Source: an optimization exercise on an open RTL-to-GDS flow (aim: small area, a short achievable clock period and few clock cycles). Production flows keep margins and buffers that such runs may drop. Only simulation tests tie the RTL to the original design; equivalence was not proved. Power and IR drop assume default switching activity.

==> flow/design.v <==
module alu #(
    parameter INST_W = 4,
    parameter INT_W  = 6,
    parameter FRAC_W = 10,
    parameter DATA_W = INT_W + FRAC_W
)(
    input                      i_clk,
    input                      i_rst_n,
    input                      i_in_valid,
    output                     o_busy,
    input         [INST_W-1:0] i_inst,
    input  signed [DATA_W-1:0] i_data_a,
    input  signed [DATA_W-1:0] i_data_b,
    output                     o_out_valid,
    output        [DATA_W-1:0] o_data
);
reg        s0_res;       
reg        s0_row;       
reg        s1_res;       
reg        s1_mac;       
reg  [2:0] row_cnt;      
reg  [3:0] t_cnt;        
reg        busy_r;
reg        out_valid_r;
wire acc_row  = i_in_valid && (i_inst == 4'b1001);
wire last_row = acc_row && (row_cnt == 3'd7);
always @(posedge i_clk or negedge i_rst_n) begin
    if (!i_rst_n) begin
        s0_res      <= 1'b0;
        s0_row      <= 1'b0;
        s1_res      <= 1'b0;
        s1_mac      <= 1'b0;
        row_cnt     <= 3'd0;
        t_cnt       <= 4'd0;
        busy_r      <= 1'b0;
        out_valid_r <= 1'b0;
    end else begin
        s0_res      <= i_in_valid && (i_inst != 4'b1001);
        s0_row      <= acc_row;
        s1_res      <= s0_res;
        s1_mac      <= s0_res && (op0 == 4'b0010);
        if (acc_row) row_cnt <= row_cnt + 3'd1;
        if (last_row) t_cnt <= 4'd7;
        else if (t_cnt != 4'd0) t_cnt <= t_cnt + 4'd1;
        busy_r      <= last_row || (busy_r && (t_cnt != 4'd13));
        out_valid_r <= s1_res || t_cnt[3];
    end
end
assign o_busy      = busy_r;
assign o_out_valid = out_valid_r;
reg [3:0]  op0;
reg [15:0] a0, b0;
always @(posedge i_clk) begin
    op0 <= i_inst;
    a0  <= i_data_a;
    b0  <= i_data_b;
end
reg [15:0] m [0:7];
integer i;
always @(posedge i_clk) begin
    if (s0_row) begin
        for (i = 0; i < 8; i = i + 1)
            m[i] <= {m[i][13:0], a0[(14-i*2)+:2]};
    end
end
wire [15:0] add_r = a0 + b0;
wire [15:0] sub_r = a0 - b0;
reg  [15:0] add_s, sub_s;
always @(*) begin
    if (!a0[15] && !b0[15] && add_r[15])      add_s = 16'h7FFF;
    else if (a0[15] && b0[15] && !add_r[15])  add_s = 16'h8000;
    else                                      add_s = add_r;
    if (!a0[15] && b0[15] && sub_r[15])       sub_s = 16'h7FFF;
    else if (a0[15] && !b0[15] && !sub_r[15]) sub_s = 16'h8000;
    else                                      sub_s = sub_r;
end
wire signed [15:0] ma = a0;
wire signed [15:0] mb = b0;
wire signed [31:0] prod = ma * mb;
wire [11:0] sin_x = a0[11:0];
wire [10:0] sin_u = sin_x[11] ? (~sin_x[10:0] + 11'd1) : sin_x[10:0];
wire [12:0] sin_rom;
localparam [2047:0] SIN_T0 = 2048'h71c70e3c78f0e1e1e1f0f83e0f81f01f80ff00ff800fff800007fffffffffff80000fff800ff807f80f7871e38f1c71ce38c739c6739cc663319998cccccc9999b3266cd9366d936c926dbffe003ff007f807f80fc07e07e07c1f83e1f078471e38e71c71ce39c639ce718ce7398ce63399ccc66633333199999999b33332666ccd993266c99326c9b26c9b64db649b6d924924924924925b6d24b6d25b4b696d2d2d2d2d2d2d296b4a5ad294a5294a56b5a95ad4ad4ad5a952a54a952ad5aa55aad56ab55aa955aab556aa9556aaa5556aaa95554aaaad55556aaaaab55555552aaaaaaaaa55555555555555552aaaaaaaaaaaaaaaaaaaaaaaaaaaaaaaaaaaa;
assign sin_rom[0] = SIN_T0[sin_u];
localparam [2047:0] SIN_T1 = 2048'hfc0fe03f80fe01fe00ff801ff800fff8000ffff8000007fffffffffffffffffffff000000ffff8000f7f81fc0fe07e0fc0f83e0783e0f87c3e1e1f0f0f0f1e1e3c3870e1c78e1c70e38e3fffffc00007fff8000fff8007ff801ffc01ff8007e03f07e07e0fc1f83e0f81f0f83e0f07c3e1f0f8783c3c3e1e1e1e1e3c3c3c7870f1e1c3870e1c38f1c38f1c78e3871c71e38e38e38e38e39c71c738e39c738e71ce31ce31ce31ce738c631ce739ce7398c6319ce7318ce6319cc67319cce63399cce673399cce66333998cce6673339998ccce66673333199998cccccc666666633333333339999999999999999ccccccccccccccccccccccccccccccccccccc;
assign sin_rom[1] = SIN_T1[sin_u];
localparam [2047:0] SIN_T2 = 2048'h3ffe0007ffe0001ffff800007fffff800000007fffffffffffffffffffffffffffffffff3fffffff08001fff0007ff000ffc007fc00ff803fe01ff00ff01fe03fc07f01f80fe07f03f03ffffffffff80000000ffffff800001ffffe000078003ff8007ff001ffc00ffe00ffdff007fc01ff007fc03fc01fe01fe03fc03f807f01fe03f80fe03f01fc0fe07f03f81f81fc0fc0fc0fc0fc1f81f83f03e07c0f81f03e0fc1f03e0f83f07c1f07c1f07c1f07c1e0f83e0f07c1e0f87c1e0f07c3e1f0f87c3e1f0f87c3c1e0f0f8783c3e1e0f0f078783c3c1e1e1f0f0f0f87878783c3c3c3c3c1e1e1e1e1e1e1e1e0f0f0f0f0f0f0f0f0f0f0f0f0f0f0f0f0f0f0;
assign sin_rom[2] = SIN_T2[sin_u];
localparam [2047:0] SIN_T3 = 2048'h1ffffffe000000007ffffffffff8000000000000000000000000000000000000000003fffffffffffe0000007fffff000007ffff00003fffe0000fffe0003fff8001fff0007ffc003ffffffffffffffffff000000000001fffffffffffffc000007ffffe00000fffff00000007fffe00007fffc0001fffe0003fffc0007ffe0003fff0003ffe000fff8003ffe001fff000fff000ffe001ffc003ff800ffe003ff001ffc00ffc007fe007fe007fe007fe00ffc00ff801ff007fe00ff803fe00ff803fe00ff803fe00ff007fc03fe00ff007f803fc01fe01ff00ff007f807fc03fc03fc01fe01fe01fe01fe00ff00ff00ff00ff00ff00ff00ff00ff00ff00;
assign sin_rom[3] = SIN_T3[sin_u];
localparam [2047:0] SIN_T4 = 2048'h1fffffffffffffffffff8000000000000000000000000000000000000000003ffffffff00000000007ffffffffff8000000003ffffffff00000003ffffffe0000007fffffdfffffffffffffffffffffffffffffe00000000000000000007ffffffffff0000000000007ffffffff800000001fffffffc00000007ffffffc0000003ffffff0000003fffffe000000ffffff000001fffffc00000fffffc00001fffff000007ffff800007ffff80000fffff00001ffff80000ffffc0000ffffc0000ffffc0000ffff80003ffff00007fffc0001fffe0000ffff80007fffc0003fffe0001fffe0001ffff0000ffff0000ffff0000ffff0000ffff0000;
assign sin_rom[4] = SIN_T4[sin_u];
localparam [2047:0] SIN_T5 = 2048'h7ffffffffffffffffffffffffffffffffffffffffffffffffffffffffffff800000000000000000003fffffffffffffffc00000000000007fffffffffffffffffffffffffffffffffffffffffffffffffffffff8000000000000000001ffff800000000000000001fffffffffffffff800000000000003ffffffffffffc000000000000fffffffffffe00000000000ffffffffffe00000000007fffffffff8000000000fffffffffe000000000fffffffff000000000fffffffff000000003ffffffff800000001ffffffff000000007fffffffc00000001fffffffe00000000ffffffff00000000ffffffff00000000;
assign sin_rom[5] = SIN_T5[sin_u];
localparam [2047:0] SIN_T6 = 2048'h3ffffffffffffffffffffffffffffffffffffffc000000000000000000000000000007fffffffffffffffffffffffffffffffffffffffffffff800000000000000000000000000000000000000000000000001fffffffffffffffffffffffffffffc0000000000000000000000000fffffffffffffffffffffff0000000000000000000007fffffffffffffffffff0000000000000000000ffffffffffffffffff000000000000000003ffffffffffffffffe00000000000000007fffffffffffffffe0000000000000000ffffffffffffffff0000000000000000;
assign sin_rom[6] = SIN_T6[sin_u];
localparam [2047:0] SIN_T7 = 2048'h3ffffffff0000000000000000000000000000000000000000000000000000000000007fffffe0000000000000000000000000000000000000007fffffffffffffffffffffffffffffffffffffffffffffffffe0000000000000000000000000000000000000000000000000000000ffffffffffffffffffffffffffffffffffffffffffff800000000000000000000000000000000000000fffffffffffffffffffffffffffffffffffc0000000000000000000000000000000007ffffffffffffffffffffffffffffffff00000000000000000000000000000000;
assign sin_rom[7] = SIN_T7[sin_u];
localparam [2047:0] SIN_T8 = 2048'h3ffffffffffffffffffffffffffffffffffffffffffffffffffffffffffffffffffff80000000000000000000000000000000000000000000007fffffffffffffffffffffffffffffffffffffffffffffffffffffffffffffffffffffffffffffffffffffffffffffffffffffffff00000000000000000000000000000000000000000000000000000000000000000000000000000000000fffffffffffffffffffffffffffffffffffffffffffffffffffffffffffffffffffff80000000000000000000000000000000000000000000000000000000000000000;
assign sin_rom[8] = SIN_T8[sin_u];
localparam [2047:0] SIN_T9 = 2048'h3ffffffff0000000000000000000000000000000000000000000000000000000000000000001ffffffffffffffffffffffffffffffffffffffffffffffffffffffffffffffffffffffffffffffffffffffffffffffffffffffffffffffffffffffffffffffffffffffffffffffffffffffffffffffffffffffffffffffffffffffffffffffffffffffffffffffffffffffffffffffffffff00000000000000000000000000000000000000000000000000000000000000000000000000000000000000000000000000000000000000000000000000000000000000;
assign sin_rom[9] = SIN_T9[sin_u];
localparam [2047:0] SIN_T10 = 2048'h3ffffffffffffffffffffffffffffffffffffffffffffffffffffffffffffffffffffffffffffffffffffffffffffffffffffffffffffffffff80000000000000000000000000000000000000000000000000000000000000000000000000000000000000000000000000000000000000000000000000000000000000000000000000000000000000000000000000000000000000000000000000000000000000000000000000000000000000000000000000000000000000000000000000000000000000000000000000000000000000000000000000000000000;
assign sin_rom[10] = SIN_T10[sin_u];
localparam [2047:0] SIN_T11 = 2048'hffffffffffffffffffffffffffffffffffffffffffffffffffffffffffffffffffffffffffc00000000000000000000000000000000000000000000000000000000000000000000000000000000000000000000000000000000000000000000000000000000000000000000000000000000000000000000000000000000000000000000000000000000000000000000000000000000000000000000000000000000000000000000000000000000000000000000000000000000000000000000000000000000000000000000000000000000000000000000000000000000000000000000000000000000000000000000000000000000000000000000000000000;
assign sin_rom[11] = SIN_T11[sin_u];
localparam [2047:0] SIN_T12 = 2048'hffffffffffffffffffffffffffffffffffffffffffffffffffffffffffffffffffffffffffc00000000000000000000000000000000000000000000000000000000000000000000000000000000000000000000000000000000000000000000000000000000000000000000000000000000000000000000000000000000000000000000000000000000000000000000000000000000000000000000000000000000000000000000000000000000000000000000000000000000000000000000000000000000000000000000000000000000000000000000000000000000000000000000000000000000000000000000000000000000000000000000000000000;
assign sin_rom[12] = SIN_T12[sin_u];
wire [12:0] sin_s = sin_x[11] ? (~sin_rom + 13'd1) : sin_rom;
wire [15:0] sin_r = (sin_x == 12'h800) ? 16'hF800 : {{3{sin_s[12]}}, sin_s};
wire [15:0] gray_r = a0 ^ {1'b0, a0[15:1]};
reg  [4:0] ones;
integer j;
always @(*) begin
    ones = 5'd0;
    for (j = 0; j < 16; j = j + 1) ones = ones + {4'd0, a0[j]};
end
wire [31:0] lrcw_w = {b0, ~b0} << ones;
wire [15:0] lrcw_r = lrcw_w[31:16];
wire [31:0] rot_w = {a0, a0} >> b0[3:0];
wire [15:0] rot_r = rot_w[15:0];
reg  [4:0] clz;
integer k;
always @(*) begin
    clz = 5'd16;
    for (k = 0; k < 16; k = k + 1) if (a0[k]) clz = 5'd15 - k[4:0];
end
wire [15:0] clz_r = {11'd0, clz};
reg  [15:0] rm_r;
integer n;
always @(*) begin
    for (n = 0; n < 13; n = n + 1) rm_r[n] = (a0[n+:4] == b0[(15-n)-:4]);
    rm_r[15:13] = 3'b000;
end
reg [15:0] res0;
always @(*) begin
    case (op0)
    4'b0000: res0 = add_s;
    4'b0001: res0 = sub_s;
    4'b0011: res0 = sin_r;
    4'b0100: res0 = gray_r;
    4'b0101: res0 = lrcw_r;
    4'b0110: res0 = rot_r;
    4'b0111: res0 = clz_r;
    default: res0 = rm_r;
    endcase
end
reg [31:0] r1;
always @(posedge i_clk) begin
    r1 <= (op0 == 4'b0010) ? prod : {16'd0, res0};
end
reg  [35:0] acc;
wire [35:0] mac = {{4{r1[31]}}, r1} + acc;
reg  [35:0] acc_n;
always @(*) begin
    if (!r1[31] && !acc[35] && mac[35])      acc_n = {1'b0, {35{1'b1}}};
    else if (r1[31] && acc[35] && !mac[35])  acc_n = {1'b1, {35{1'b0}}};
    else                                     acc_n = mac;
end
reg [15:0] mac_r;
always @(*) begin
    if (acc_n[35] == 1'b0) begin
        if (acc_n[34:0] >= {{10{1'b0}}, {16{1'b1}}, {9{1'b0}}}) mac_r = 16'h7FFF;
        else mac_r = acc_n[25:10] + {15'd0, acc_n[9]};
    end else begin
        if (acc_n[34:0] <= {{10{1'b1}}, {16{1'b0}}, {9{1'b1}}}) mac_r = 16'h8000;
        else mac_r = acc_n[25:10] + {15'd0, acc_n[9]};
    end
end
always @(posedge i_clk or negedge i_rst_n) begin
    if (!i_rst_n) acc <= 36'd0;
    else if (s1_mac) acc <= acc_n;
end
reg [15:0] o_data_r;
always @(posedge i_clk) begin
    if (t_cnt[3])    o_data_r <= m[t_cnt[2:0]];
    else if (s1_mac) o_data_r <= mac_r;
    else             o_data_r <= r1[15:0];
end
assign o_data = o_data_r;
endmodule
==> flow/run.sh <==
#!/bin/bash
# synth_recipe.tcl (not shown) runs the flow's synth.tcl, then flattens the netlist and writes it again
# the make line also repeats each setting of config.mk as NAME=value (left out here)
make -C /OpenROAD-flow-scripts/flow DESIGN_CONFIG=/design/flow/config.mk WORK_HOME=/design/flow/orfs CLKGATE_MAP_FILE= SYNTH_SCRIPT=/design/flow/synth_recipe.tcl finish
==> flow/config.mk <==
export PLATFORM = sky130hd
export DESIGN_NAME = alu
export DESIGN_NICKNAME = alu
export VERILOG_FILES = /design/flow/design.v
export SDC_FILE = /design/flow/constraint.sdc
export NUM_CORES = 4
export LEC_CHECK = 0
export CAP_MARGIN = 20
export CORE_MARGIN = 2
export CORE_UTILIZATION = 40
export SLEW_MARGIN = 20
==> flow/constraint.sdc <==
create_clock -name core_clock -period 27.0 [get_ports {i_clk}]
set_input_delay 5.4000 -clock core_clock [delete_from_list [all_inputs] [get_ports {i_clk}]]
set_output_delay 5.4000 -clock core_clock [all_outputs]
set_load 0.01 [all_outputs]
==> flow_metrics.py <==
metrics = {
    "run_status": {
        "outcome": "no timing/DRC/antenna violations",
    },
    "worst_setup_path": {
        "crit_fanout": 28,
        "ff2ff_path_depth": 26,
        "critPathMostFrequentCell": "ha_1",
        "crit_path_start": "a0[0]",
        "timing.rr.start": "a0[0]",
        "critical-path-slowest-cell": "ha_1",
        "type_of_element_capturing_the_critical_path": "flip-flop",
        "timing.critical_path.required_ns": 27.46,
        "critical-path-max-stage-delay_ns": 0.83,
        "critical_path_arrival_ns": 9.36,
        "startpoint_type": "flip-flop",
        "crit_path_category": "flip-flop to flip-flop",
    },
    "die": {
        "placementRows": 110,
        "die_x_um": 305,
        "die_h_um": 305,
        "fp.dieArea_mm2": 0.0932,
        "fp.coreArea_mm2": 0.0900,
        "ioPinCount": 57,
        "initial_utilization_pct": 40.3,
    },
    "logic_synthesis": {
        "synthesis.yosys.warnings": 2,
        "netlist_top_cells_area": "fa_1 (15%), edfxtp_1 (11%), ha_1 (8.8%)",
        "synth_top_cells_by_count": "inv_1 (435), nand2_1 (415), nor2_1 (349), a21oi_1 (309), fa_1 (275)",
        "yosysMostFrequentCell": "inv_1",
        "synth_simple_gate_area_share_pct": 16.5,
        "yosysUniqueCellTypes": 121,
        "yosysSeqAreaShare_pct": 18.6,
        "synth.top_cell.area_share_pct": 15.2,
        "synthesized_netlist_net_count": 4982,
        "synth_edf_count": 128,
        "synth.cell_area_mm2": 0.0363,
        "synth_top_family_by_area": "compound AO/OA/AOI/OAI gates",
        "synth-compound-area-share_pct": 24.8,
        "synth_async_sr_flop_share_pct": 18.8,
        "postSynthCellCount": 4413,
        "synth-seq-cells": 261,
        "synth_xor_area_share_pct": 3.12,
        "netlist.top_cell.by_area": "fa_1",
        "synthMuxAreaShare_pct": 3.71,
        "synth_adder_area_share_pct": 24.0,
        "ys_dominant_reg_cell": "edfxtp_1",
        "avgSynthCellArea_um2": 8.22,
    },
    "timing": {
        "slew_of_the_pin_with_the_lowest_slew_margin_ns": 1.19,
        "max-slew-margin-rel_pct": 20.1,
        "setup_total_negative_slack_ns": 0,
        "setup_slack_ns": 18.10,
        "slew_violations": 0,
        "setup-violations-final": 0,
        "grt_setup_unrepaired": "no",
        "final_period_minus_worst_setup_slack_ns": 8.90,
        "clock_skew_ns": 0.0397,
        "hold_viol": 0,
        "fmax_ghz": 0.112,
        "post-route-period-util_pct": 33.0,
    },
    "global_routing": {
        "grt_antenna_before_repair": 7,
        "first_global_vias": 34800,
        "globalRouteTotalUtil_pct": 32.1,
        "globalRouteOverflowTotal": 0,
        "grt_pass1_wl_um": 227000,
        "pin_count_of_the_biggest_net_entering_global_routing": 115,
    },
    "power_and_ir_drop": {
        "power.ir.vdd_worst_v": 0.000182,
        "power_per_cell_area_mw_per_mm2": 120,
        "report.power.total_w": 0.00463,
        "p_leak_nw": 15.9,
    },
    "run": {
        "cap_violations": 0,
    },
    "hold_path": {
        "whs_path_depth": 0,
        "launch_point_of_the_worst_hold_path": "m[0][7]",
        "hold_path_class": "flip-flop to flip-flop",
    },
    "clock_network": {
        "postCtsSetupBuffers": 0,
        "clk_pin_slew_ns": 0.08,
        "numCtsBuffers": 34,
        "clkLatencyLatePin_ns": 0.59,
        "clock_tree.buffer_depth": 3,
        "post_cts.resized_instances": 0,
        "tritoncts": "built",
        "root_buffer": "clkbuf_16",
        "h-tree-depth": 2,
        "cts-hold-fix-buffers": 0,
        "cts.sinks": 261,
    },
    "route": {
        "drt_first_iter_violations": 5202,
        "number_of_nets_with_antenna_violations_after_detailed_routing": 0,
        "drc": 0,
        "avgViaCountPerCell": 6.59,
        "dr_total_vias": 36100,
        "wl_per_cell_um": 28.0,
        "firstDrtPassIters": 7,
        "wirelength_um": 153000,
    },
    "placement": {
        "routabilityCongestion": 1.04,
        "post-dp-hpwl_um": 110000,
        "place.port_buffers": 56,
        "detailed_place.area_mm2": 0.0376,
        "place_worst_setup_slack_ns": 18.65,
    },
    "layout": {
        "area_growth_pct": 6.62,
        "nets": 4845,
        "fill_cells": 9089,
        "stdcell_area_mm2": 0.0387,
        "post_route_cells_drive_above_1_share_pct": 7.09,
    },
}
worst paths after layout:
check	end	slack, ns
max	r1[12]	18.10
max reg2reg	r1[12]	18.10
min	m[0][9]	0.43
min in group asynchronous	acc[22]	4.74
max in group asynchronous	s0_row	21.38
min reg2reg	m[0][9]	0.43
where the power goes:
part           internal (W)  switching (W)
Sequential         0.000469      0.0000431
Combinational       0.00139        0.00228
Clock              0.000262       0.000192
Total               0.00212        0.00251
sequential cells by signal, indices dropped and copies added, names as in the netlist:
register / flops
a0: 16
acc: 36
b0: 16
busy_r: 1
m: 128
o_data_r: 16
op0: 4
out_valid_r: 1
r1: 32
row_cnt: 3
s0_res: 1
s0_row: 1
s1_mac: 1
s1_res: 1
t_cnt: 4
cell usage in the layout, fill, tap and decap left out, drive strengths merged, types with 55 or more instances in the layout:
| cell type | count |
|---|---|
| inv | 445 |
| nand2 | 419 |
| nor2 | 355 |
| a21oi | 314 |
| o21ai | 283 |
| fa | 275 |
| ha | 255 |
| edfxtp | 128 |
| buf | 103 |
| nor3 | 95 |
| xnor2 | 89 |
| dfxtp | 84 |
| nand3 | 80 |
| a31oi | 75 |
| a211oi | 69 |
| o211ai | 68 |
| mux2i | 63 |
| nand4 | 60 |
| clkdlybuf4s50 | 55 |
final cells by class:
type                            instances  area [µm²]  share of cell area (%)
Clock inverter                         13         175                   0.453
Antenna cell                            5        12.5                  0.0323
Tap cell                             1176        1470                    3.80
Multi-Input combinational cell       3367       26300                    68.0
Inverter                              454        1710                    4.41
Sequential cell                       261        6760                    17.5
Clock buffer                           47         920                    2.38
Timing Repair Buffer                  158        1350                    3.48
per-stage QoR:
step           hold slack, ns  cells  util, %
2_1_floorplan           0.346   4413        -
3_3_place_gp            0.414   5416     41.7
3_5_place_dp            0.417   5416     41.7
4_1_cts                 0.415   5476     43.0
5_1_grt                 0.430   5476     43.0
6_report                0.425   5481     43.0
cell families after synthesis:
kind of cell | count (synthesis)
simple gates | 1264
fa+ha+maj | 533
buf+inv | 785
flops | 261
xor+xnor | 127
compound gates | 1329
mux | 114
layer usage:
metal | track usage (%) | share of wire (%) | vias to the layer above
met5 | 0.258 | 0.048 | -
met4 | 14.6 | 5.5 | 10
met3 | 8.40 | 11 | 590
met2 | 47.5 | 42 | 2311
met1 | 43.9 | 41 | 17600
li1 | - | - | 15600
worst max-delay path, delay by kind of cell, from the launching register on:
kind            cells  cell delay [ns]
buf+inv             8             1.93
fa+ha+maj           5             2.00
flops               1             0.47
simple gates        8             2.55
compound gates      5             1.77
Testbench counts, summed over its fixed seeds: cycles 3,586.

what the ideal ports hide:
No port has a modelled driver above. Below, the same layout with a new extraction and two added sets of constraints. Step 1, drivers: a clkbuf_16 drives i_clk and a buf_2 each remaining input, both assumed. Step 2 also shifts input and output timing later by t, the mid clock arrival at the registers, as if the neighbouring blocks saw the same clock. Slacks: no drivers / after step 1 / after step 2; pairs: no drivers / after step 1.
shift t [ns]: 0.635
slack for setup (ns): 18.102 / 18.102 / 18.102
worst slew at a driven data input, ns: 0.09
After both steps setup and hold are still met in this run. For this run, drivers alone change the setup slack by 0.000 ns; drivers and shift together by 0.000 ns.
